This is an optimization exercise on Yosys and OpenROAD, whose aim is small area and a short achievable clock period, not a production implementation. At most, simulation tests tie the RTL to the original design; equivalence was not proved. For runs 2 and 3, only the layout was checked, not whether the RTL still works.

==> flow/design.v (outline; a module is shown in full before it is edited, if it fits) <==
// module mkbitmanip: 141 lines
// module bm_pu: 114 lines
// module bm_pu_cell: 11 lines
// module bm_shf: 18 lines
// module bm_cnt: 36 lines
// module bm_crc: 15 lines
// module bm_clm: 17 lines
// module bm_add: 3 lines
// module bm_minmax: 4 lines
// module bm_sbx: 4 lines
// module bm_pfx: 282 lines
// module bm_pop32: 65 lines
// module bitmanip_pipe: 44 lines
module bitmanip_pipe(CLK,
                     RST_N,
                     mav_putvalue_instr,
                     mav_putvalue_src1,
                     mav_putvalue_src2,
                     mav_putvalue_src3,
                     EN_mav_putvalue,
                     mav_putvalue,
                     RDY_mav_putvalue,
                     mv_scopbusy,
                     RDY_mv_scopbusy);
  // ...
==> flow/run.sh <==
#!/bin/bash
# synth_recipe.tcl (not shown) runs the flow's synth.tcl, then flattens the netlist and writes it again
# the make line also repeats each setting of config.mk as NAME=value (left out here)
make -C /OpenROAD-flow-scripts/flow DESIGN_CONFIG=/design/flow/config.mk WORK_HOME=/design/flow/orfs CLKGATE_MAP_FILE= SYNTH_SCRIPT=/design/flow/synth_recipe.tcl finish
==> flow/config.mk <==
export PLATFORM = sky130hd
export DESIGN_NAME = bitmanip_pipe
export DESIGN_NICKNAME = bitmanip_pipe
export VERILOG_FILES = /design/flow/design.v
export SDC_FILE = /design/flow/constraint.sdc
export NUM_CORES = 8
export LEC_CHECK = 0
export CAP_MARGIN = 30
export CORE_MARGIN = 2
export CORE_UTILIZATION = 40
export SLEW_MARGIN = 30
==> flow/constraint.sdc <==
create_clock -name core_clock -period 26.0 [get_ports {CLK}]
set_input_delay 5.2000 -clock core_clock [delete_from_list [all_inputs] [get_ports {CLK}]]
set_output_delay 5.2000 -clock core_clock [all_outputs]
set_load 0.01 [all_outputs]
==> flow_summary.toml, run 1 <==
[finish]
multi_input_area_share_pct = 85.7
largest_register_ffs = 33
instances_no_fill = 7161
top_register = "result_q"
antenna-diode-count = 11

[timing]
whs_ns = 5.66
fmax_mhz = 66.4
worst_pin_slew_ns = 1.16

[cts]
cts-resized-gates = 0
cts_buffers = 5

[setup_path]
crit_required_ns = 26.15

[yosys]
synthCells = 5942
synth_top_family_by_area = "XOR/XNOR gates"
synth_compound_area_share_pct = 26.1

[global_routing]
grt_pass1_wl_um = 349000
antenna_found_initial = 19

[floorplanning]
core_area_um2 = 98700
io_pins = 167
die_w_um = 320

[route]
drt_pass1_iterations = 7
drtAntennaViolNets = 0
vias = 48540
drt_iter0_markers = 8252

[run_status]
status = "complete, no violations"
==> module mkbitmanip, before the edit <==
module mkbitmanip(CLK,
		  RST_N,
		  mav_putvalue_instr,
		  mav_putvalue_src1,
		  mav_putvalue_src2,
		  mav_putvalue_src3,
		  EN_mav_putvalue,
		  mav_putvalue,
		  RDY_mav_putvalue,
		  mv_scopbusy,
		  RDY_mv_scopbusy);
  input  CLK;
  input  RST_N;
  input  [31 : 0] mav_putvalue_instr;
  input  [31 : 0] mav_putvalue_src1;
  input  [31 : 0] mav_putvalue_src2;
  input  [31 : 0] mav_putvalue_src3;
  input  EN_mav_putvalue;
  output [32 : 0] mav_putvalue;
  output RDY_mav_putvalue;
  output mv_scopbusy;
  output RDY_mv_scopbusy;
  assign RDY_mav_putvalue = 1'b1;
  assign mv_scopbusy      = 1'b0;
  assign RDY_mv_scopbusy  = 1'b1;
  wire [31:0] in = mav_putvalue_instr;
  wire [31:0] a  = mav_putvalue_src1;
  wire [31:0] b  = mav_putvalue_src2;
  wire [31:0] c  = mav_putvalue_src3;
  wire [2:0] f3 = in[14:12];
  wire [6:0] f7 = in[31:25];
  wire isOP  = in[6:0] == 7'b0110011;
  wire isIMM = in[6:0] == 7'b0010011;
  wire f3_001 = f3 == 3'b001;
  wire f3_101 = f3 == 3'b101;
  wire d_andn   = isOP & f7 == 7'b0100000 & f3 == 3'b111;
  wire d_orn    = isOP & f7 == 7'b0100000 & f3 == 3'b110;
  wire d_xnor   = isOP & f7 == 7'b0100000 & f3 == 3'b100;
  wire d_slo    = isOP & f7 == 7'b0010000 & f3_001;
  wire d_sro    = isOP & f7 == 7'b0010000 & f3_101;
  wire d_shadd  = isOP & f7 == 7'b0010000 & (f3 == 3'b010 | f3 == 3'b100 | f3 == 3'b110);
  wire d_rol    = isOP & f7 == 7'b0110000 & f3_001;
  wire d_ror    = isOP & f7 == 7'b0110000 & f3_101;
  wire d_pack   = isOP & f7 == 7'b0000100 & f3 == 3'b100;
  wire d_bext   = isOP & f7 == 7'b0000100 & f3 == 3'b110;
  wire d_packh  = isOP & f7 == 7'b0000100 & f3 == 3'b111;
  wire d_shfl   = isOP & f7 == 7'b0000100 & f3_001;
  wire d_unshfl = isOP & f7 == 7'b0000100 & f3_101;
  wire d_packu  = isOP & f7 == 7'b0100100 & f3 == 3'b100;
  wire d_sbclr  = isOP & f7 == 7'b0100100 & f3_001;
  wire d_sbext  = isOP & f7 == 7'b0100100 & f3_101;
  wire d_bdep   = isOP & f7 == 7'b0100100 & f3 == 3'b110;
  wire d_bfp    = isOP & f7 == 7'b0100100 & f3 == 3'b111;
  wire d_minmax = isOP & f7 == 7'b0000101 & f3[2];
  wire d_clmul  = isOP & f7 == 7'b0000101 & (f3 == 3'b001 | f3 == 3'b010 | f3 == 3'b011);
  wire d_sbinv  = isOP & f7 == 7'b0110100 & f3_001;
  wire d_grev   = isOP & f7 == 7'b0110100 & f3_101;
  wire d_sbset  = isOP & f7 == 7'b0010100 & f3_001;
  wire d_gorc   = isOP & f7 == 7'b0010100 & f3_101;
  wire d_cmix   = isOP & in[26:25] == 2'b11 & f3_001;
  wire d_cmov   = isOP & in[26:25] == 2'b11 & f3_101;
  wire d_fsl    = isOP & in[26:25] == 2'b10 & f3_001;
  wire d_fsr    = isOP & in[26:25] == 2'b10 & f3_101;
  wire d_sloi    = isIMM & in[31:27] == 5'b00100 & f3_001;
  wire d_sroi    = isIMM & in[31:27] == 5'b00100 & f3_101;
  wire d_rori    = isIMM & in[31:27] == 5'b01100 & f3_101;
  wire d_sbclri  = isIMM & in[31:27] == 5'b01001 & f3_001;
  wire d_sbexti  = isIMM & in[31:27] == 5'b01001 & f3_101;
  wire d_sbinvi  = isIMM & in[31:27] == 5'b01101 & f3_001;
  wire d_sbseti  = isIMM & in[31:27] == 5'b00101 & f3_001;
  wire d_grevi   = isIMM & in[31:26] == 6'b011010 & f3_101;
  wire d_gorci   = isIMM & in[31:26] == 6'b001010 & f3_101;
  wire d_shfli   = isIMM & in[31:26] == 6'b000010 & f3_001;
  wire d_unshfli = isIMM & in[31:26] == 6'b000010 & f3_101;
  wire d_fsri    = isIMM & in[26] & f3_101;
  wire [11:0] u12 = in[31:20];
  wire s_cnt  = isIMM & f3_001 & (u12 == 12'h600 | u12 == 12'h601 | u12 == 12'h602);
  wire s_sext = isIMM & f3_001 & (u12 == 12'h604 | u12 == 12'h605);
  wire s_crc  = isIMM & f3_001 & (u12 == 12'h610 | u12 == 12'h611 | u12 == 12'h612 |
                                  u12 == 12'h618 | u12 == 12'h619 | u12 == 12'h61a);
  wire d_sbx   = d_sbclr | d_sbset | d_sbinv | d_sbclri | d_sbseti | d_sbinvi;
  wire d_sbe   = d_sbext | d_sbexti;
  wire d_grv   = d_grev | d_grevi;
  wire d_gor   = d_gorc | d_gorci;
  wire d_shf   = d_shfl | d_unshfl | d_shfli | d_unshfli;
  wire d_fun_r = (d_fsl | d_fsr) & ~(d_sbclr | d_sbset | d_sbinv | d_sbext |
                                     d_grev | d_gorc | d_shfl | d_unshfl);
  wire d_shift = d_slo | d_sro | d_rol | d_ror | d_sloi | d_sroi | d_rori |
                 d_fun_r | (d_fsri & ~d_sbexti);
  wire valid = d_andn | d_orn | d_xnor | d_slo | d_sro | d_shadd | d_rol | d_ror |
               d_pack | d_bext | d_packh | d_shfl | d_unshfl | d_packu | d_sbclr |
               d_sbext | d_bdep | d_bfp | d_minmax | d_clmul | d_sbinv | d_grev |
               d_sbset | d_gorc | d_cmix | d_cmov | d_fsl | d_fsr |
               d_sloi | d_sroi | d_rori | d_sbclri | d_sbexti | d_sbinvi | d_sbseti |
               d_grevi | d_gorci | d_shfli | d_unshfli | d_fsri | s_cnt | s_sext | s_crc;
  wire [5:0] amt = in[5] ? b[5:0] : in[25:20];
  wire [31:0] pu_y;
  bm_pu u_pu(.a(a), .b(b), .c(c), .in(in), .amt(amt),
             .d_bfp(d_bfp), .d_bext(d_bext), .d_bdep(d_bdep),
             .d_plain(d_sbe | d_grv | d_gor), .d_grv(d_grv), .d_gor(d_gor),
             .y(pu_y));
  wire [31:0] shf;
  bm_shf u_shf(.a(a), .amt(amt[3:0]), .un(in[14]), .y(shf));
  wire [5:0] cnt;
  bm_cnt u_cnt(.a(a), .sel(in[21:20]), .y(cnt));
  wire [31:0] crc;
  bm_crc u_crc(.a(a), .sel({in[23], in[21:20]}), .y(crc));
  wire [31:0] clm;
  bm_clm u_clm(.a(a), .b(b), .f3(f3[1:0]), .y(clm));
  wire [31:0] shadd;
  bm_add u_add(.a(a), .b(b), .sh(in[14:13]), .y(shadd));
  wire [31:0] minmax;
  bm_minmax u_mm(.a(a), .b(b), .f3(f3[1:0]), .y(minmax));
  wire [31:0] sbx;
  bm_sbx u_sbx(.a(a), .sa(amt[4:0]), .op(in[30:29]), .y(sbx));
  wire [31:0] logic_r = (f3 == 3'b111) ? (a & ~b) : (f3 == 3'b110) ? (a | ~b) : ~(a ^ b);
  wire [31:0] cmix = (a & b) | (c & ~b);
  wire [31:0] cmov = (b == 32'd0) ? c : a;
  wire [31:0] pack  = {b[15:0], a[15:0]};
  wire [31:0] packu = {b[31:16], a[31:16]};
  wire [31:0] packh = {16'd0, b[7:0], a[7:0]};
  wire [31:0] sext  = in[20] ? {{16{a[15]}}, a[15:0]} : {{24{a[7]}}, a[7:0]};
  wire [31:0] res =
      ({32{d_andn | d_orn | d_xnor}} & logic_r) |
      ({32{d_shift | d_grv | d_gor | d_bext | d_bdep | d_bfp}} & pu_y) |
      ({32{d_sbe}} & {31'd0, pu_y[0]}) |
      ({32{d_shf}} & shf) |
      ({32{s_cnt}} & {26'd0, cnt}) |
      ({32{s_crc}} & crc) |
      ({32{s_sext}} & sext) |
      ({32{d_clmul}} & clm) |
      ({32{d_shadd}} & shadd) |
      ({32{d_minmax}} & minmax) |
      ({32{d_sbx}} & sbx) |
      ({32{d_cmix}} & cmix) |
      ({32{d_cmov}} & cmov) |
      ({32{d_pack}} & pack) |
      ({32{d_packu}} & packu) |
      ({32{d_packh}} & packh);
  assign mav_putvalue = {res, valid};
endmodule
==> run 2: changes to the inputs <==
==> flow/design.v (replaced) <==
module mkbitmanip(CLK,
		  RST_N,
		  mav_putvalue_instr,
		  mav_putvalue_src1,
		  mav_putvalue_src2,
		  mav_putvalue_src3,
		  EN_mav_putvalue,
		  mav_putvalue,
		  RDY_mav_putvalue,
		  mv_scopbusy,
		  RDY_mv_scopbusy);
  input  CLK;
  input  RST_N;
  input  [31 : 0] mav_putvalue_instr;
  input  [31 : 0] mav_putvalue_src1;
  input  [31 : 0] mav_putvalue_src2;
  input  [31 : 0] mav_putvalue_src3;
  input  EN_mav_putvalue;
  output [32 : 0] mav_putvalue;
  output RDY_mav_putvalue;
  output mv_scopbusy;
  output RDY_mv_scopbusy;
  assign RDY_mav_putvalue = 1'b1;
  assign mv_scopbusy      = 1'b0;
  assign RDY_mv_scopbusy  = 1'b1;
  wire [31:0] in = mav_putvalue_instr;
  wire [31:0] a  = mav_putvalue_src1;
  wire [31:0] b  = mav_putvalue_src2;
  wire [31:0] c  = mav_putvalue_src3;
  integer q, j;
  wire [2:0] f3 = in[14:12];
  wire [6:0] f7 = in[31:25];
  wire isOP  = in[6:0] == 7'b0110011;
  wire isIMM = in[6:0] == 7'b0010011;
  wire f3_001 = f3 == 3'b001;
  wire f3_101 = f3 == 3'b101;
  wire d_andn   = isOP & f7 == 7'b0100000 & f3 == 3'b111;
  wire d_orn    = isOP & f7 == 7'b0100000 & f3 == 3'b110;
  wire d_xnor   = isOP & f7 == 7'b0100000 & f3 == 3'b100;
  wire d_slo    = isOP & f7 == 7'b0010000 & f3_001;
  wire d_sro    = isOP & f7 == 7'b0010000 & f3_101;
  wire d_shadd  = isOP & f7 == 7'b0010000 & (f3 == 3'b010 | f3 == 3'b100 | f3 == 3'b110);
  wire d_rol    = isOP & f7 == 7'b0110000 & f3_001;
  wire d_ror    = isOP & f7 == 7'b0110000 & f3_101;
  wire d_pack   = isOP & f7 == 7'b0000100 & f3 == 3'b100;
  wire d_bext   = isOP & f7 == 7'b0000100 & f3 == 3'b110;
  wire d_packh  = isOP & f7 == 7'b0000100 & f3 == 3'b111;
  wire d_shfl   = isOP & f7 == 7'b0000100 & f3_001;
  wire d_unshfl = isOP & f7 == 7'b0000100 & f3_101;
  wire d_packu  = isOP & f7 == 7'b0100100 & f3 == 3'b100;
  wire d_sbclr  = isOP & f7 == 7'b0100100 & f3_001;
  wire d_sbext  = isOP & f7 == 7'b0100100 & f3_101;
  wire d_bdep   = isOP & f7 == 7'b0100100 & f3 == 3'b110;
  wire d_bfp    = isOP & f7 == 7'b0100100 & f3 == 3'b111;
  wire d_minmax = isOP & f7 == 7'b0000101 & f3[2];
  wire d_clmul  = isOP & f7 == 7'b0000101 & (f3 == 3'b001 | f3 == 3'b010 | f3 == 3'b011);
  wire d_sbinv  = isOP & f7 == 7'b0110100 & f3_001;
  wire d_grev   = isOP & f7 == 7'b0110100 & f3_101;
  wire d_sbset  = isOP & f7 == 7'b0010100 & f3_001;
  wire d_gorc   = isOP & f7 == 7'b0010100 & f3_101;
  wire d_cmix   = isOP & in[26:25] == 2'b11 & f3_001;
  wire d_cmov   = isOP & in[26:25] == 2'b11 & f3_101;
  wire d_fsl    = isOP & in[26:25] == 2'b10 & f3_001;
  wire d_fsr    = isOP & in[26:25] == 2'b10 & f3_101;
  wire d_sloi    = isIMM & in[31:27] == 5'b00100 & f3_001;
  wire d_sroi    = isIMM & in[31:27] == 5'b00100 & f3_101;
  wire d_rori    = isIMM & in[31:27] == 5'b01100 & f3_101;
  wire d_sbclri  = isIMM & in[31:27] == 5'b01001 & f3_001;
  wire d_sbexti  = isIMM & in[31:27] == 5'b01001 & f3_101;
  wire d_sbinvi  = isIMM & in[31:27] == 5'b01101 & f3_001;
  wire d_sbseti  = isIMM & in[31:27] == 5'b00101 & f3_001;
  wire d_grevi   = isIMM & in[31:26] == 6'b011010 & f3_101;
  wire d_gorci   = isIMM & in[31:26] == 6'b001010 & f3_101;
  wire d_shfli   = isIMM & in[31:26] == 6'b000010 & f3_001;
  wire d_unshfli = isIMM & in[31:26] == 6'b000010 & f3_101;
  wire d_fsri    = isIMM & in[26] & f3_101;
  wire [11:0] u12 = in[31:20];
  wire d_unary_ok = isIMM & f3_001 &
       (u12 == 12'h600 | u12 == 12'h601 | u12 == 12'h602 |
        u12 == 12'h604 | u12 == 12'h605 |
        u12 == 12'h610 | u12 == 12'h611 | u12 == 12'h612 |
        u12 == 12'h618 | u12 == 12'h619 | u12 == 12'h61a);
  wire s_cnt  = isIMM & f3_001 & (u12 == 12'h600 | u12 == 12'h601 | u12 == 12'h602);
  wire s_sext = isIMM & f3_001 & (u12 == 12'h604 | u12 == 12'h605);
  wire s_crc  = isIMM & f3_001 & (u12 == 12'h610 | u12 == 12'h611 | u12 == 12'h612 |
                                  u12 == 12'h618 | u12 == 12'h619 | u12 == 12'h61a);
  wire d_sbx   = d_sbclr | d_sbset | d_sbinv | d_sbclri | d_sbseti | d_sbinvi;
  wire d_sbe   = d_sbext | d_sbexti;
  wire d_grv   = d_grev | d_grevi;
  wire d_gor   = d_gorc | d_gorci;
  wire d_shf   = d_shfl | d_unshfl | d_shfli | d_unshfli;
  wire d_fun_r = (d_fsl | d_fsr) & ~(d_sbclr | d_sbset | d_sbinv | d_sbext |
                                     d_grev | d_gorc | d_shfl | d_unshfl);
  wire d_shift = d_slo | d_sro | d_rol | d_ror | d_sloi | d_sroi | d_rori |
                 d_fun_r | (d_fsri & ~d_sbexti);
  wire valid = d_andn | d_orn | d_xnor | d_slo | d_sro | d_shadd | d_rol | d_ror |
               d_pack | d_bext | d_packh | d_shfl | d_unshfl | d_packu | d_sbclr |
               d_sbext | d_bdep | d_bfp | d_minmax | d_clmul | d_sbinv | d_grev |
               d_sbset | d_gorc | d_cmix | d_cmov | d_fsl | d_fsr |
               d_sloi | d_sroi | d_rori | d_sbclri | d_sbexti | d_sbinvi | d_sbseti |
               d_grevi | d_gorci | d_shfli | d_unshfli | d_fsri | d_unary_ok;
  wire [5:0] amt = in[5] ? b[5:0] : in[25:20];
  reg [1:0] c2 [0:15];
  reg [2:0] c4 [0:7];
  reg [3:0] c8 [0:3];
  reg [4:0] c16;
  reg [4:0] P [0:31];     
  always @* begin
    for (q = 0; q < 16; q = q + 1) c2[q] = b[2*q] + b[2*q+1];
    for (q = 0; q < 8; q = q + 1)  c4[q] = c2[2*q] + c2[2*q+1];
    for (q = 0; q < 4; q = q + 1)  c8[q] = c4[2*q] + c4[2*q+1];
    c16 = c8[0] + c8[1];
    for (q = 0; q < 32; q = q + 1) P[q] = 5'd0;
    P[2]  = c2[0];
    P[4]  = c4[0];
    P[6]  = c4[0] + c2[2];
    P[8]  = c8[0];
    P[10] = c8[0] + c2[4];
    P[12] = c8[0] + c4[2];
    P[14] = P[12] + c2[6];
    P[16] = c16;
    P[18] = c16 + c2[8];
    P[20] = c16 + c4[4];
    P[22] = P[20] + c2[10];
    P[24] = c16 + c8[2];
    P[26] = P[24] + c2[12];
    P[28] = P[24] + c4[6];
    P[30] = P[28] + c2[14];
    for (q = 0; q < 16; q = q + 1) P[2*q+1] = P[2*q] + b[2*q];
  end
  wire [79:0] xns;    
  genvar gj, gn;
  generate
    for (gj = 1; gj <= 5; gj = gj + 1) begin : g_xns
      localparam integer K = 1 << (gj - 1);
      for (gn = 0; gn < 16; gn = gn + 1) begin : g_n
        localparam integer BB = gn / K;
        localparam integer PP = gn % K;
        wire [4:0] Mv = P[BB * 2 * K + K] & (2 * K - 1);
        assign xns[(gj-1)*16 + gn] = Mv[gj-1] ^ (PP < (Mv & (K - 1)));
      end
    end
  endgenerate
  wire funnel = in[5] ? (in[26:25] == 2'b10) : (in[26] & in[14]);
  wire left   = ~in[14];
  wire [4:0] sa = amt[4:0];
  wire a5 = funnel & amt[5];
  wire [31:0] R = funnel ? c : (in[30] ? a : 32'hFFFFFFFF);
  reg  [31:0] th, w;
  always @* begin
    for (q = 0; q < 32; q = q + 1) th[q] = q >= sa;
    for (q = 0; q < 32; q = q + 1)
      w[q] = ((left ? th[31-q] : th[q]) ^ a5) ? a[q] : R[q];
  end
  wire m_bext = d_bext;
  wire m_bfp  = d_bfp;
  wire m_grev = d_grv;
  wire m_gorc = d_gor;
  wire m_plain = d_sbe | d_grv | d_gor;
  wire [31:0] z = m_bfp ? b : m_bext ? (a & b) : m_plain ? a : w;
  wire [4:0] r = m_bfp ? b[20:16] : (left ? sa : (5'd0 - sa));
  wire [191:0] st;
  assign st[31:0] = z;
  generate
    for (gj = 1; gj <= 5; gj = gj + 1) begin : g_pu
      localparam integer K = 1 << (gj - 1);
      for (gn = 0; gn < 16; gn = gn + 1) begin : g_n
        localparam integer BB = gn / K;
        localparam integer PP = gn % K;
        localparam integer LO = BB * 2 * K + PP;
        localparam integer HI = LO + K;
        wire rns = ~r[gj-1] ^ (PP < (r & (K - 1)));
        wire xb  = xns[(gj-1)*16 + gn];
        wire kp  = m_gorc ? 1'b1 : m_grev ? ~sa[gj-1] : m_bext ? xb : rns;
        wire xc  = (m_gorc | m_grev) ? sa[gj-1] : m_bext ? ~xb : ~rns;
        assign st[gj*32 + LO] = (st[(gj-1)*32 + LO] & kp) | (st[(gj-1)*32 + HI] & xc);
        assign st[gj*32 + HI] = (st[(gj-1)*32 + HI] & kp) | (st[(gj-1)*32 + LO] & xc);
      end
    end
  endgenerate
  wire [31:0] net = st[191:160];
  wire [4:0] off = b[20:16];
  wire [4:0] len = (b[27:24] == 4'd0) ? 5'd16 : {1'b0, b[27:24]};
  wire [5:0] eoff = off + len;
  reg  [31:0] bmask;
  always @* for (q = 0; q < 32; q = q + 1) bmask[q] = (q >= off) & (q < eoff);
  wire [191:0] dt;
  assign dt[191:160] = a;
  generate
    for (gj = 5; gj >= 1; gj = gj - 1) begin : g_dep
      localparam integer K = 1 << (gj - 1);
      for (gn = 0; gn < 16; gn = gn + 1) begin : g_n
        localparam integer BB = gn / K;
        localparam integer PP = gn % K;
        localparam integer LO = BB * 2 * K + PP;
        localparam integer HI = LO + K;
        wire xb = xns[(gj-1)*16 + gn];
        assign dt[(gj-1)*32 + LO] = xb ? dt[gj*32 + LO] : dt[gj*32 + HI];
        assign dt[(gj-1)*32 + HI] = xb ? dt[gj*32 + HI] : dt[gj*32 + LO];
      end
    end
  endgenerate
  wire [31:0] bdep = dt[31:0] & b;
  function [31:0] shst;
    input [31:0] x;
    input [31:0] ml;
    input [31:0] mr;
    input integer n;
    shst = (x & ~(ml | mr)) | ((x << n) & ml) | ((x >> n) & mr);
  endfunction
  wire [31:0] sh0 = a;
  wire [31:0] sh1 = amt[3] ? shst(sh0, 32'h00ff0000, 32'h0000ff00, 8) : sh0;
  wire [31:0] sh2 = amt[2] ? shst(sh1, 32'h0f000f00, 32'h00f000f0, 4) : sh1;
  wire [31:0] sh3 = amt[1] ? shst(sh2, 32'h30303030, 32'h0c0c0c0c, 2) : sh2;
  wire [31:0] sh4 = amt[0] ? shst(sh3, 32'h44444444, 32'h22222222, 1) : sh3;
  wire [31:0] us1 = amt[0] ? shst(a,   32'h44444444, 32'h22222222, 1) : a;
  wire [31:0] us2 = amt[1] ? shst(us1, 32'h30303030, 32'h0c0c0c0c, 2) : us1;
  wire [31:0] us3 = amt[2] ? shst(us2, 32'h0f000f00, 32'h00f000f0, 4) : us2;
  wire [31:0] us4 = amt[3] ? shst(us3, 32'h00ff0000, 32'h0000ff00, 8) : us3;
  wire [31:0] shf = in[14] ? us4 : sh4;
  reg [31:0] pre, suf, t;
  reg [5:0] cnt;
  always @* begin
    pre[0] = a[0];
    for (q = 1; q < 32; q = q + 1) pre[q] = pre[q-1] | a[q];
    suf[31] = a[31];
    for (q = 30; q >= 0; q = q - 1) suf[q] = suf[q+1] | a[q];
    t = in[21] ? a : (in[20] ? ~pre : ~suf);
    cnt = 6'd0;
    for (q = 0; q < 32; q = q + 1) cnt = cnt + t[q];
  end
  function [31:0] crcf;
    input [31:0] x;
    input [31:0] poly;
    integer i;
    begin
      crcf = x;
      for (i = 0; i < 32; i = i + 1)
        crcf = (crcf >> 1) ^ (crcf[0] ? poly : 32'd0);
    end
  endfunction
  wire [31:0] cv = in[21] ? a : (in[20] ? {a[15:0], 16'd0} : {a[7:0], 24'd0});
  wire [31:0] cs = in[21] ? 32'd0 : (in[20] ? {16'd0, a[31:16]} : {8'd0, a[31:8]});
  wire [31:0] crc = cs ^ (in[23] ? crcf(cv, 32'h82F63B78) : crcf(cv, 32'hEDB88320));
  wire rv = f3[1];
  reg [31:0] ca, cb, cl, clr;
  always @* begin
    for (q = 0; q < 32; q = q + 1) begin
      ca[q] = rv ? a[31-q] : a[q];
      cb[q] = rv ? b[31-q] : b[q];
    end
    for (q = 0; q < 32; q = q + 1) begin
      cl[q] = 1'b0;
      for (j = 0; j <= q; j = j + 1) cl[q] = cl[q] ^ (ca[j] & cb[q-j]);
    end
    for (q = 0; q < 32; q = q + 1) clr[q] = cl[31-q];
  end
  wire [31:0] clm = ~rv ? cl : (f3[0] ? {1'b0, clr[31:1]} : clr);
  wire [31:0] shadd = (a << in[14:13]) + b;
  wire lt = {a[31] ^ ~in[13], a[30:0]} < {b[31] ^ ~in[13], b[30:0]};
  wire [31:0] minmax = (lt ^ in[12]) ? a : b;
  wire [31:0] oh = 32'd1 << sa;
  wire [31:0] sbx = in[30] ? (in[29] ? (a ^ oh) : (a & ~oh)) : (a | oh);
  wire [31:0] logic_r = (f3 == 3'b111) ? (a & ~b) : (f3 == 3'b110) ? (a | ~b) : ~(a ^ b);
  wire [31:0] cmix = (a & b) | (c & ~b);
  wire [31:0] cmov = (b == 32'd0) ? c : a;
  wire [31:0] pack  = {b[15:0], a[15:0]};
  wire [31:0] packu = {b[31:16], a[31:16]};
  wire [31:0] packh = {16'd0, b[7:0], a[7:0]};
  wire [31:0] sext  = in[20] ? {{16{a[15]}}, a[15:0]} : {{24{a[7]}}, a[7:0]};
  wire [31:0] res =
      ({32{d_andn | d_orn | d_xnor}} & logic_r) |
      ({32{d_shift | d_grv | d_gor | d_bext}} & net) |
      ({32{d_sbe}} & {31'd0, net[0]}) |
      ({32{d_bfp}} & ((net & bmask) | (a & ~bmask))) |
      ({32{d_bdep}} & bdep) |
      ({32{d_shf}} & shf) |
      ({32{s_cnt}} & {26'd0, cnt}) |
      ({32{s_crc}} & crc) |
      ({32{s_sext}} & sext) |
      ({32{d_clmul}} & clm) |
      ({32{d_shadd}} & shadd) |
      ({32{d_minmax}} & minmax) |
      ({32{d_sbx}} & sbx) |
      ({32{d_cmix}} & cmix) |
      ({32{d_cmov}} & cmov) |
      ({32{d_pack}} & pack) |
      ({32{d_packu}} & packu) |
      ({32{d_packh}} & packh);
  assign mav_putvalue = {res, valid};
endmodule
module bitmanip_pipe(CLK,
                     RST_N,
                     mav_putvalue_instr,
                     mav_putvalue_src1,
                     mav_putvalue_src2,
                     mav_putvalue_src3,
                     EN_mav_putvalue,
                     mav_putvalue,
                     RDY_mav_putvalue,
                     mv_scopbusy,
                     RDY_mv_scopbusy);
  input  CLK;
  input  RST_N;
  input  [31 : 0] mav_putvalue_instr;
  input  [31 : 0] mav_putvalue_src1;
  input  [31 : 0] mav_putvalue_src2;
  input  [31 : 0] mav_putvalue_src3;
  input  EN_mav_putvalue;
  output [32 : 0] mav_putvalue;
  output RDY_mav_putvalue;
  output mv_scopbusy;
  output RDY_mv_scopbusy;
  reg [32 : 0] result_q;
  wire [32 : 0] result_d;
  wire rdy_put, busy, rdy_busy;
  mkbitmanip u_bitmanip(.CLK(CLK),
                        .RST_N(RST_N),
                        .mav_putvalue_instr(mav_putvalue_instr),
                        .mav_putvalue_src1(mav_putvalue_src1),
                        .mav_putvalue_src2(mav_putvalue_src2),
                        .mav_putvalue_src3(mav_putvalue_src3),
                        .EN_mav_putvalue(EN_mav_putvalue),
                        .mav_putvalue(result_d),
                        .RDY_mav_putvalue(rdy_put),
                        .mv_scopbusy(busy),
                        .RDY_mv_scopbusy(rdy_busy));
  always @(posedge CLK) begin
    result_q <= result_d;
  end
  assign mav_putvalue     = result_q;
  assign RDY_mav_putvalue = rdy_put;
  assign mv_scopbusy      = busy;
  assign RDY_mv_scopbusy  = rdy_busy;
endmodule
==> run 2 against run 1 <==
Net effect: utilization barely moved; first-iteration DRC count up 9.0%; final cell count decreased by 0.43%; flip-flop and latch count unchanged; critical path type unchanged.
==> flow_summary.toml, run 2 <==
[run_status]
status = "complete, no violations"

[yosys]
syn-cell-area_um2 = 40000
synth_top_flop_cell = "dfxtp_1"
yosys_register_bits = 33
synth_seq_area_share_pct = 1.65
yosysWarnings = 6
synth_top_cell_by_area = "xnor2_1"
synth-edff-count = 0
synth.top_cells.by_count = "914 x nor2_1, 844 x xnor2_1, 450 x a21oi_1"
async_flop_share_pct = 0
synthCells = 5897
synth_top_area_share_pct = 18.5
ys_types = 92
syn_avg_cell_area_um2 = 6.78
synth_area_leaders = "xnor2_1 18%, nor2_1 8.6%, ha_1 8.5%"
synth_most_common_cell = "nor2_1"

[setup_path]
crit_required_ns = 26.05
crit_path_frequent_cell = "fa_1"
crit_path_end_kind = "register"
worstSetupPathType = "input pin to register"
cp.arrival_ns = 16.37
crit_fanout = 7
start_kind = "input pin"
critPathMaxStageDelay_ns = 0.95
critPathSlowestCell = "o311ai_0"

[finish]
drive_above_1_share_pct = 7.78
multi_input_area_um2 = 37200
seqCellArea_um2 = 661
top_register = "result_q"
nFillCells = 10346
final_common_cell = "nor2_1"
largest_register_ffs = 33
synthToLayoutAreaGrowth_pct = 8.80
fin_nets = 6258
final_cell_mix = "912 x nor2_1, 842 x xnor2_1, 431 x a21oi_1"
reg_top3 = "result_q (33)"

[timing]
finalHoldViolations = 0
timing.final.max_slew_violations = 0
rsz0062_at_grt = "no"
relSlewSlack_pct = 17.7
finalSetupTns_ns = 0
setup_slack_ns = 9.68
min_period_ns = 16.32
setup_violations = 0
fmax_mhz = 61.3
period_share_pct = 62.8
worst_pin_slew_ns = 1.23

[worst_hold_path]
min-delay-start = "mav_putvalue_src1[7]"
hold_path.class = "input pin to register"
holdPathEnd = "result_q[8]"
holdPathStages = 4

[placed_design]
gp_congestion = 1.09
dpl.hpwl_um = 190000
dp_slack_ns = 9.54
io_buffer_count = 151

[global_routing]
grt_pass1_vias = 44265
grt_max_degree = 83
antenna_found_initial = 46
grt_pass1_wl_um = 358000
grt_usage_pct = 49.3
grt_overflow = 0

[cts]
cts_buffers = 5
ctsHoldBuffers = 0
cts_max_level = 2
cts_buffer_depth = 2
cts-resized-gates = 0
cts_setup_buffers = 0
cts-root-buf = "clkbuf_16"
cts_tree = "yes"
path_clk_slew_ns = 0.07
cts_sinks = 33

[floorplanning]
start_util_pct = 40.5
die_w_um = 320
dieArea_um2 = 103000
io_pins = 167
core_area_um2 = 98700
die_h_um = 320
std_cell_rows = 115

[route]
drc_errors = 0
drt_pass1_iterations = 8
vias = 49446
wl_um = 263000
via_per_inst = 6.93
drtAntennaViolNets = 0
routedWlPerCell_um = 37.0
drt_iter0_markers = 8993

[run]
cap_viol_max_count = 0
==> run 2: cell types whose count changed in the layout (fill, tap and decap cells not counted), moves of 22 or more <==
cell and change:
a211oi_1 -33, a21oi_1 -56, a32oi_1 +39, inv_1 +27
mux2i_1 +104, nand2_1 -22, nor2_1 -48, o21ai_0 +48
o22ai_1 -27, xnor2_1 -29, xor2_1 +44
==> run 2: worst max-delay path, delay by kind of cell <==
family | cells | cell delay (ns)
AOI/OAI and AO/OA | 4 | 2.37
xor gates and xnor gates | 3 | 1.10
adders and majority gates | 10 | 5.64
buffers and inverters | 8 | 1.65
muxes | 1 | 0.27
and+or+nand+nor | 1 | 0.12
==> run 2: worst max path at each step <==
stage	endpoint	startpoint	cells past startpoint	slack [ns]
global route	result_q[5]	mav_putvalue_src1[27]	36	9.44
floorplan	result_q[9]	mav_putvalue_src2[1]	31	11.94
global placement	result_q[5]	mav_putvalue_src1[31]	35	9.66
CTS	result_q[5]	mav_putvalue_src1[31]	35	9.88
finish	result_q[17]	mav_putvalue_src2[0]	27	9.68
detailed placement	result_q[5]	mav_putvalue_src1[31]	35	9.54
==> run 2: cell families (layout without fill, tap and decap cells) <==
family / count (synthesis) / after routing / synth area share (%)
buf+inv: 651 / 564 / 6.19
flops: 33 / 33 / 1.65
fa+ha+maj: 317 / 317 / 10.8
other cells: 2 / 35 / 0.0188
mux: 328 / 328 / 8.49
xor+xnor: 1210 / 1210 / 28.3
simple gates: 1715 / 1715 / 18.1
compound gates: 1641 / 1641 / 26.5
==> run 2: cell type report <==
| class | count | area share (%) |
|---|---|---|
| repair buffers | 386 | 7.22 |
| multi-input cells | 5214 | 85.5 |
| diodes | 32 | 0.184 |
| clock inverters | 3 | 0.150 |
| clock buffers | 5 | 0.288 |
| well taps | 1287 | 3.70 |
| inverters | 170 | 1.47 |
| flip-flops and latches | 33 | 1.52 |
==> run 2: metrics by stage <==
| step | instances | utilization, % | hold slack [ns] | cell area (um2) |
|---|---|---|---|---|
| 4_1_cts | 7092 | 43.9 | 5.86 | 43400 |
| 3_3_place_gp | 7084 | 43.7 | 5.94 | 43100 |
| 6_report | 7130 | 44.1 | 5.91 | 43500 |
| 3_5_place_dp | 7084 | 43.7 | 5.94 | 43200 |
| 5_1_grt | 7103 | 44.0 | 5.91 | 43400 |
| 2_1_floorplan | 5898 | - | 5.48 | 40000 |
==> run 2: per-layer routing <==
layer  up-vias  share of wire, %  global-route usage (%)
met5         -              0.10                   0.426
met4        34                10                    39.9
met3      1343                14                    19.0
met2      4308                39                    68.3
met1     23221                37                    60.2
li1      20540                 -                       -
==> run 3: changes to the inputs <==
--- a/flow/config.mk
+++ b/flow/config.mk
@@ -5,6 +5,7 @@
 export SDC_FILE = /design/flow/constraint.sdc
 export NUM_CORES = 8
 export LEC_CHECK = 0
+export ABC_AREA = 1
 export CAP_MARGIN = 30
 export CORE_MARGIN = 2
 export CORE_UTILIZATION = 40
==> run 3 against run 2 <==
Net effect: utilization is 0.26 points lower; first-iteration DRC count is 15% higher; via count is 16% higher; flip-flop and latch count stayed put; wire length is 9.5% higher; worst hold slack worse by 0.14 ns; sequential share of layout area is 0.088 points lower; critical path type unchanged.
==> flow_summary.toml, run 3 <==
[run_status]
status = "complete, no violations"

[cts]
cts_buffers = 5
cts_buffer_depth = 2
cts-resized-gates = 0
cts_setup_buffers = 0
path_clk_slew_ns = 0.06
cts_tree = "yes"
cts-root-buf = "clkbuf_16"
cts_sinks = 33
ctsHoldBuffers = 0
cts_max_level = 2

[setup_path]
start_kind = "input pin"
worstSetupPathType = "input pin to register"
crit_required_ns = 26.12
crit_path_end_kind = "register"
cp.arrival_ns = 16.16
critPathSlowestCell = "inv_2"
crit_fanout = 20
critPathMaxStageDelay_ns = 0.72
crit_path_frequent_cell = "fa_1"

[timing]
period_share_pct = 61.7
relSlewSlack_pct = 21.7
min_period_ns = 16.04
finalHoldViolations = 0
rsz0062_at_grt = "no"
worst_pin_slew_ns = 1.16
setup_violations = 0
finalSetupTns_ns = 0
timing.final.max_slew_violations = 0
fmax_mhz = 62.4

[global_routing]
grt_pass1_vias = 48428
grt_max_degree = 160
antenna_found_initial = 28
grt_overflow = 0
grt_pass1_wl_um = 389000
grt_usage_pct = 50.7

[placed_design]
dpl.hpwl_um = 218000
dpl-instance-area_um2 = 45900
gp_congestion = 1.12
io_buffer_count = 151
dp_cells = 8959

[finish]
largest_register_ffs = 33
final_util_pct = 43.8
final_common_cell = "nand2_1"
final_cell_mix = "2488 x nand2_1, 757 x o21ai_0, 580 x inv_1"
reg_top3 = "result_q (33)"
synthToLayoutAreaGrowth_pct = 8.52
fin_area_um2 = 46200
drive_above_1_share_pct = 7.02
fin_nets = 8023
top_register = "result_q"
instances_no_fill = 8987

[worst_hold_path]
holdPathEnd = "result_q[19]"
holdPathStages = 5
hold_path.class = "input pin to register"
min-delay-start = "mav_putvalue_instr[21]"

[route]
routedWlPerCell_um = 32.1
drt_iter0_markers = 10378
drtAntennaViolNets = 0
vias = 57187
via_per_inst = 6.36
drc_errors = 0
wl_um = 289000
drt_pass1_iterations = 21

[yosys]
synth.top_cells.by_count = "2489 x nand2_1, 777 x o21ai_0, 582 x inv_1"
async_flop_share_pct = 0
synth-edff-count = 0
synth_most_common_cell = "nand2_1"
ys_types = 86
synth_top_flop_cell = "dfxtp_1"
yosys_register_bits = 33
synth_top_cell_by_area = "nand2_1"
syn-cell-area_um2 = 42600
synthCells = 7602
synth_area_leaders = "nand2_1 22%, xor2_1 11%, o21ai_0 9.1%"
synth_seq_area_share_pct = 1.55
synth_top_area_share_pct = 21.9
syn_avg_cell_area_um2 = 5.60
yosysWarnings = 6

[floorplanning]
start_util_pct = 40.4
std_cell_rows = 119
die_w_um = 330
dieArea_um2 = 109000
io_pins = 167
die_h_um = 330
core_area_um2 = 105000

[run]
cap_viol_max_count = 0
## run 3: cell types whose count changed in the layout (fill, tap and decap cells not counted), sizes merged, moves of 226 or more
cell,change
mux2i,-239
nand2,+2164
xnor2,-431
xor2,+226
nor2,-498
inv,+458
o21ai,+418
nand3,+317
## run 3: critical path: cells and delay by family
| family | cells | cell delay, ns |
|---|---|---|
| simple gates | 20 | 3.31 |
| xor+xnor | 1 | 0.10 |
| compound gates | 7 | 1.53 |
| buf+inv | 6 | 1.67 |
| fa+ha+maj | 9 | 4.27 |
## run 3: worst max path at each step
stage	endpoint	depth (start not counted)	from	slack [ns]
2_1_floorplan	result_q[5]	46	mav_putvalue_src1[30]	12.70
3_3_place_gp	result_q[5]	47	mav_putvalue_src1[29]	10.23
3_5_place_dp	result_q[5]	43	mav_putvalue_src1[2]	10.17
4_1_cts	result_q[5]	47	mav_putvalue_src1[29]	10.47
5_1_grt	result_q[5]	47	mav_putvalue_src1[29]	9.61
6_report	result_q[5]	43	mav_putvalue_src1[2]	9.96
## run 3: stage by stage
| step | hold WS (ns) | setup slack [ns] |
|---|---|---|
| global placement | 5.94 | 10.23 |
| global route | 5.78 | 9.61 |
| floorplan | 5.47 | 12.70 |
| CTS | 5.72 | 10.47 |
| finish | 5.77 | 9.96 |
| detailed placement | 5.94 | 10.17 |
## run 3: layout make-up
cell class	count	area, um2
antenna	20	50.0
multi-input combinational	6526	38000
inverter	631	2390
sequential	33	661
clock inverter	2	37.5
timing repair buffer	378	3220
tap	1391	1740
clock buffer	6	139
fill	11620	59200
## run 3: routing by layer
metal	vias to the layer above	GRT usage [%]	part of all wire, %
li1	24868	-	-
met1	26582	68.7	40
met2	4715	64.7	36
met3	1002	22.1	17
met4	20	30.0	7.6
met5	-	0.957	0.089
## run 3: kinds of logic (layout without fill, tap and decap cells)
family / Yosys count / count (layout) / share of synthesized area (%)
AND/OR/NAND/NOR: 3588 / 3588 / 34.8
AO/OA/AOI/OAI: 1633 / 1633 / 22.3
buffers and inverters: 1044 / 1017 / 9.70
XOR/XNOR: 967 / 967 / 21.0
adder cells (fa/ha/maj): 317 / 317 / 10.1
flip-flops: 33 / 33 / 1.55
multiplexers: 18 / 18 / 0.423
other: 2 / 23 / 0.0176

[port drivers added, routing unchanged]
How much do the figures lean on ideal ports? The routed layouts below were timed once more, with nothing changed but the port constraints.
Step 1, drivers: a clkbuf_16 drives CLK and a buf_2 each remaining input, both assumed.
Step 2, shift: input delay + t, output delay - t, t = (earliest + latest rising clock arrival at the registers) / 2. This alone moves slack from input paths to output paths.
a / b / c = ideal ports / drivers / drivers and shift; a / b = the first two.
| run | t, ns | slack for setup (ns) | pins driven straight from the clock port |
|---|---|---|---|
| run 1 | 0.400 | 10.947 / 10.975 / 10.575 | 1 |
| run 2 | 0.392 | 9.680 / 9.708 / 9.317 | 1 |
| run 3 | 0.364 | 9.965 / 10.000 / 9.635 | 1 |
After both steps every run listed still meets setup and hold. For run 1, which loses most, drivers alone change the setup slack by +0.028 ns; drivers and shift together by -0.372 ns.
